Context: an optimization exercise on an open-source flow, tuned for small area. The choices shown serve that exercise and are no tape-out recipe. Only simulation tests tie the RTL to the original design; equivalence was not proved.

garnet:
==> module alu_dec, before the edit <==
module alu_dec(OPA, OPB, CIN, INP_VALID, CMD, CE, MODE, fam_d, xan_d, ybn_d, cn_d);
    input [7:0] OPA, OPB;
    input CE, MODE, CIN;
    input [1:0] INP_VALID;
    input [3:0] CMD;
    output [3:0] fam_d;
    output [7:0] xan_d, ybn_d;
    output cn_d;
    wire [3:0] t;
    wire yena, yenb;
    wire [7:0] oh;
    alu_ctl u_ctl (.OPB(OPB), .CIN(CIN), .INP_VALID(INP_VALID), .CMD(CMD), .CE(CE), .MODE(MODE),
                   .fam_d(fam_d), .t(t), .yena(yena), .yenb(yenb), .oh(oh), .cn_d(cn_d));
    genvar k;
    generate for (k = 0; k < 8; k = k + 1) begin : bitk
        alu_xbit u_x (.a(OPA[k]), .b(OPB[k]), .t(t), .xn(xan_d[k]));
        alu_ybit u_y (.a(OPA[k]), .b(OPB[k]), .yena(yena), .yenb(yenb), .oh(oh[k]), .yn(ybn_d[k]));
    end endgenerate
endmodule
==> module alu_ybit, before the edit <==
module alu_ybit(a, b, yena, yenb, oh, yn);
    input a, b, yena, yenb, oh;
    output yn;
    assign yn = ~((a & yena) | (b & yenb) | oh);
endmodule
==> module alu_ctl, before the edit <==
module alu_ctl(OPB, CIN, INP_VALID, CMD, CE, MODE, fam_d, t, yena, yenb, oh, cn_d);
    input [7:0] OPB;
    input CE, MODE, CIN;
    input [1:0] INP_VALID;
    input [3:0] CMD;
    output [3:0] fam_d;
    output reg [3:0] t;
    output yena, yenb;
    output [7:0] oh;
    output cn_d;
    wire M = MODE;
    wire [3:0] C = CMD;
    wire [2:0] s = OPB[2:0];
    wire q = CIN & (&OPB);        
    wire e = |OPB[7:3];           
    wire unA1 = M & ~C[3] & C[2] & ~C[1];    
    wire unB1 = M & ~C[3] & C[2] & C[1];     
    wire unA0 = ~M & ((~C[3] & C[2] & C[1] & ~C[0]) | (C[3] & ~C[2] & ~C[1]));   
    wire unB0 = ~M & ((~C[3] & C[2] & C[1] & C[0]) | (C[3] & ~C[2] & C[1]));     
    wire exists = M ? ~(C[3] & C[2] & (C[1] | C[0])) : ~(C[3] & C[2] & C[1]);
    wire vok = ((unA1 | unA0) & INP_VALID[0]) | ((unB1 | unB0) & INP_VALID[1]) |
               (~(unA1 | unA0 | unB1 | unB0) & INP_VALID[0] & INP_VALID[1]);
    wire ok = CE & exists & vok;
    reg [3:0] f;
    always @* begin
        if (M) begin
            if (~C[3]) f = {2'b00, C[0] & ~(C[1] & ~C[2] & q), ~C[2] & (~C[0] | (C[1] & q))};
            else case (C[2:0])
                3'd0: f = 4'b0100;
                3'd1: f = 4'b1110;
                3'd2: f = 4'b1100;
                default: f = 4'b0011;
            endcase
        end else begin
            if (~C[3]) f = 4'b0000;
            else if (~C[2]) f = {2'b10, C[0], ~C[0]};
            else f = e ? 4'b0101 : 4'b1011;
        end
    end
    assign fam_d = ok ? f : 4'b1000;
    wire yen  = M & ~(~C[3] & C[2] & ~C[1]);
    wire yinv = C[3] ? (~C[1] & ~C[0]) : (C[0] & ~C[2]);
    assign yena = yen & yinv;
    assign yenb = yen & ~yinv;
    wire yff  = M & ~C[3] & C[2] & ~C[1] & C[0];    
    wire ohen = ~M & C[3];
    wire dir = C[2] & C[0];
    wire [2:0] u = C[2] ? s : {~C[0], ~C[0], 1'b1};
    wire [2:0] r;
    assign r[0] = u[0];
    assign r[1] = u[1] ^ (dir & u[0]);
    assign r[2] = u[2] ^ (dir & (u[1] | u[0]));
    wire [3:0] lo = {r[1] & r[0], r[1] & ~r[0], ~r[1] & r[0], ~r[1] & ~r[0]} | {4{yff}};
    wire [1:0] hi = ({r[2], ~r[2]} & {2{ohen}}) | {2{yff}};
    assign oh = {lo & {4{hi[1]}}, lo & {4{hi[0]}}};
    reg c_d;
    always @* begin
        if (M) begin
            if (~C[3]) c_d = C[2] ? ~C[0] : (C[1] ? (CIN ^ C[0]) : C[0]);
            else       c_d = ~(C[1] & C[0]);
        end else c_d = 1'b0;
    end
    assign cn_d = ~c_d;
    always @* begin
        if (M) t = yinv ? 4'b0101 : C[3] ? 4'b1100 : (C[2] & C[1]) ? {4{C[0]}} : 4'b1100;
        else case (C)
            4'd0: t = 4'b1000;   
            4'd1: t = 4'b0111;   
            4'd2: t = 4'b1110;   
            4'd3: t = 4'b0001;   
            4'd4: t = 4'b0110;   
            4'd5: t = 4'b1001;   
            4'd6: t = 4'b0011;   
            4'd7: t = 4'b0101;   
            4'd10, 4'd11: t = 4'b1010;  
            default: t = 4'b1100;   
        endcase
    end
endmodule
clock: 8.0 ns
lec_check: 0
cap_margin: 20
core_margin: 2
core_utilization: 40
gpl_timing_driven: 0
slew_margin: 20
synth_hierarchical: 1
standard.sh (not shown) runs the stock make flow with config.mk's settings and CLKGATE_MAP_FILE= SYNTH_SCRIPT=/design/flow/synth_recipe.tcl, a recipe that flattens the netlist after the stock synthesis.
==> flow/flow/run.sh <==
#!/bin/bash
# Standard ORFS flow with three changes to how the layout is made:
#  - after synthesis, every combinational cell gets its smallest footprint
#    (flow/downsize.tcl); the flow's timing repair upsizes where needed;
#  - the port buffers use the smallest buffer cell;
#  - the clock tree uses clkbuf_8 and no dummy loads.
# Each tool's full output goes to a log file in this folder.
set -eo pipefail
export BUFFER_PORTS_ARGS="-buffer_cell sky130_fd_sc_hd__buf_1"
export REMOVE_ABC_BUFFERS=1
export CTS_ARGS="-sink_clustering_enable -repair_clock_nets -buf_list sky130_fd_sc_hd__clkbuf_8 -dont_use_dummy_load"
bash standard.sh synth > synth.log 2>&1
export DOWNSIZE_ODB=$(ls orfs/results/*/*/*/1_synth.odb)
openroad -no_init -no_splash -exit flow/downsize.tcl > downsize.log 2>&1
touch orfs/results/*/*/*/1_synth.sdc
bash standard.sh > flow.log 2>&1
==> flow/flow/downsize.tcl <==
# Give every combinational cell of the synthesized netlist the smallest
# footprint of its function; timing repair later in the flow upsizes the
# cells that need it. Registers, clock cells, buffers and inverters are kept.
set odb $::env(DOWNSIZE_ODB)
read_db $odb
set db [ord::get_db]
set block [ord::get_db_block]
set n 0
foreach inst [$block getInsts] {
  set m [$inst getMaster]
  set name [$m getName]
  if {![regexp {^sky130_fd_sc_hd__(\w+)_(\d+)$} $name -> base sz]} { continue }
  if {[regexp {^(df|dl|sdf|edf|sedf|clk|buf|conb|tap|fill|decap|diode|lpflow|probe)} $base]} { continue }
  set best $m
  foreach cand {0 1 2 4 6 8 12 16} {
    set cm [$db findMaster sky130_fd_sc_hd__${base}_$cand]
    if {$cm == "NULL"} { continue }
    if {[$cm getWidth] < [$best getWidth] || ([$cm getWidth] == [$best getWidth] && [$best getName] ne $name && $cand > 0)} {
      set best $cm
    }
  }
  if {[$best getWidth] < [$m getWidth]} {
    puts "[$inst getName]: $name -> [$best getName]"
    $inst swapMaster $best
    incr n
  }
}
puts "downsized $n cells"
write_db $odb
Inputs modified between garnet and juniper:
==> flow/design.v, changed modules only <==
module alu_dec(OPA, OPB, CIN, INP_VALID, CMD, CE, MODE, fam_d, xan_d, ybn_d, cn_d);
    input [7:0] OPA, OPB;
    input CE, MODE, CIN;
    input [1:0] INP_VALID;
    input [3:0] CMD;
    output [3:0] fam_d;
    output [7:0] xan_d, ybn_d;
    output cn_d;
    wire [3:0] t;
    wire yinv, yen;
    wire [7:0] oh;
    alu_ctl u_ctl (.OPB(OPB), .CIN(CIN), .INP_VALID(INP_VALID), .CMD(CMD), .CE(CE), .MODE(MODE),
                   .fam_d(fam_d), .t(t), .yinv(yinv), .yen(yen), .oh(oh), .cn_d(cn_d));
    genvar k;
    generate for (k = 0; k < 8; k = k + 1) begin : bitk
        alu_xbit u_x (.a(OPA[k]), .b(OPB[k]), .t(t), .xn(xan_d[k]));
        alu_ybit u_y (.b(OPB[k]), .yinv(yinv), .yen(yen), .oh(oh[k]), .yn(ybn_d[k]));
    end endgenerate
endmodule
module alu_ybit(b, yinv, yen, oh, yn);
    input b, yinv, yen, oh;
    output yn;
    assign yn = ~(((b ^ yinv) & yen) | oh);
endmodule
module alu_ctl(OPB, CIN, INP_VALID, CMD, CE, MODE, fam_d, t, yinv, yen, oh, cn_d);
    input [7:0] OPB;
    input CE, MODE, CIN;
    input [1:0] INP_VALID;
    input [3:0] CMD;
    output [3:0] fam_d;
    output reg [3:0] t;
    output yinv, yen;
    output [7:0] oh;
    output cn_d;
    wire M = MODE;
    wire [3:0] C = CMD;
    wire [2:0] s = OPB[2:0];
    wire q = CIN & (&OPB);        
    wire e = |OPB[7:3];           
    wire unA1 = M & ~C[3] & C[2] & ~C[1];    
    wire unB1 = M & ~C[3] & C[2] & C[1];     
    wire unA0 = ~M & ((~C[3] & C[2] & C[1] & ~C[0]) | (C[3] & ~C[2] & ~C[1]));   
    wire unB0 = ~M & ((~C[3] & C[2] & C[1] & C[0]) | (C[3] & ~C[2] & C[1]));     
    wire exists = M ? ~(C[3] & C[2] & (C[1] | C[0])) : ~(C[3] & C[2] & C[1]);
    wire vok = ((unA1 | unA0) & INP_VALID[0]) | ((unB1 | unB0) & INP_VALID[1]) |
               (~(unA1 | unA0 | unB1 | unB0) & INP_VALID[0] & INP_VALID[1]);
    wire ok = CE & exists & vok;
    reg [3:0] f;
    always @* begin
        if (M) begin
            if (~C[3]) f = {2'b00, C[0] & ~(C[1] & ~C[2] & q), ~C[2] & (~C[0] | (C[1] & q))};
            else case (C[2:0])
                3'd0: f = 4'b0100;
                3'd1: f = 4'b1110;
                3'd2: f = 4'b1100;
                default: f = 4'b0011;
            endcase
        end else begin
            if (~C[3]) f = 4'b0000;
            else if (~C[2]) f = {2'b10, C[0], ~C[0]};
            else f = e ? 4'b0101 : 4'b1011;
        end
    end
    assign fam_d = ok ? f : 4'b1000;
    assign yen  = M & ~(~C[3] & C[2] & ~C[1]);
    assign yinv = C[3] ? (~C[1] & ~C[0]) : (C[0] & ~C[2]);
    wire yff  = M & ~C[3] & C[2] & ~C[1] & C[0];    
    wire ohen = ~M & C[3];
    wire dir = C[2] & C[0];
    wire [2:0] u = C[2] ? s : {~C[0], ~C[0], 1'b1};
    wire [2:0] r;
    assign r[0] = u[0];
    assign r[1] = u[1] ^ (dir & u[0]);
    assign r[2] = u[2] ^ (dir & (u[1] | u[0]));
    wire [3:0] lo = {r[1] & r[0], r[1] & ~r[0], ~r[1] & r[0], ~r[1] & ~r[0]} | {4{yff}};
    wire [1:0] hi = ({r[2], ~r[2]} & {2{ohen}}) | {2{yff}};
    assign oh = {lo & {4{hi[1]}}, lo & {4{hi[0]}}};
    reg c_d;
    always @* begin
        if (M) begin
            if (~C[3]) c_d = C[2] ? ~C[0] : (C[1] ? (CIN ^ C[0]) : C[0]);
            else       c_d = ~(C[1] & C[0]);
        end else c_d = 1'b0;
    end
    assign cn_d = ~c_d;
    always @* begin
        if (M) t = C[3] ? 4'b1100 : (C[2] & C[1]) ? {4{C[0]}} : 4'b1100;
        else case (C)
            4'd0: t = 4'b1000;   
            4'd1: t = 4'b0111;   
            4'd2: t = 4'b1110;   
            4'd3: t = 4'b0001;   
            4'd4: t = 4'b0110;   
            4'd5: t = 4'b1001;   
            4'd6: t = 4'b0011;   
            4'd7: t = 4'b0101;   
            4'd10, 4'd11: t = 4'b1010;  
            default: t = 4'b1100;   
        endcase
    end
endmodule
--- outcome ---
garnet leaves less setup margin than juniper. In juniper, the final standard cell count with taps included and fillers excluded came out 4 above the value in garnet. Via count of the first global-routing pass went down by a few percent going from garnet to juniper. Maximum single-stage delay on the critical path in juniper is 0.04 ns higher than in garnet. Initial core utilization delta (garnet -> juniper): insignificant. Compared with garnet, juniper shows pin slew with the least headroom to its limit lower by 0.13 ns. Diff garnet -> juniper: routed wire length increased about 0.3%, vertical die dimension essentially unchanged.

-- afterwards: timing with drivers on the ports --
The results above use ideal ports. As a check the final layouts listed here were re-extracted and re-timed, cells and wires unchanged.
Step 1 assumes that a clkbuf_16 drives the clock port and a buf_2 every other input.
Step 2, shift: input delay + t, output delay - t, t = (earliest + latest rising clock arrival at the registers) / 2. This alone moves slack from input paths to output paths.
Three values: no drivers, after step 1, after step 2; two values: the first two.
run | t, ns | setup slack, ns | latest minus earliest clock arrival (ns) | worst slew at a driven data input, ns | cell pins on the clock port's net
garnet | 0.306 | 0.292 / 0.292 / 0.292 | 0.021 / 0.021 | 0.03 | 1
juniper | 0.311 | 0.369 / 0.369 / 0.369 | 0.024 / 0.023 | 0.03 | 1
After both steps setup and hold are still met in every run listed.
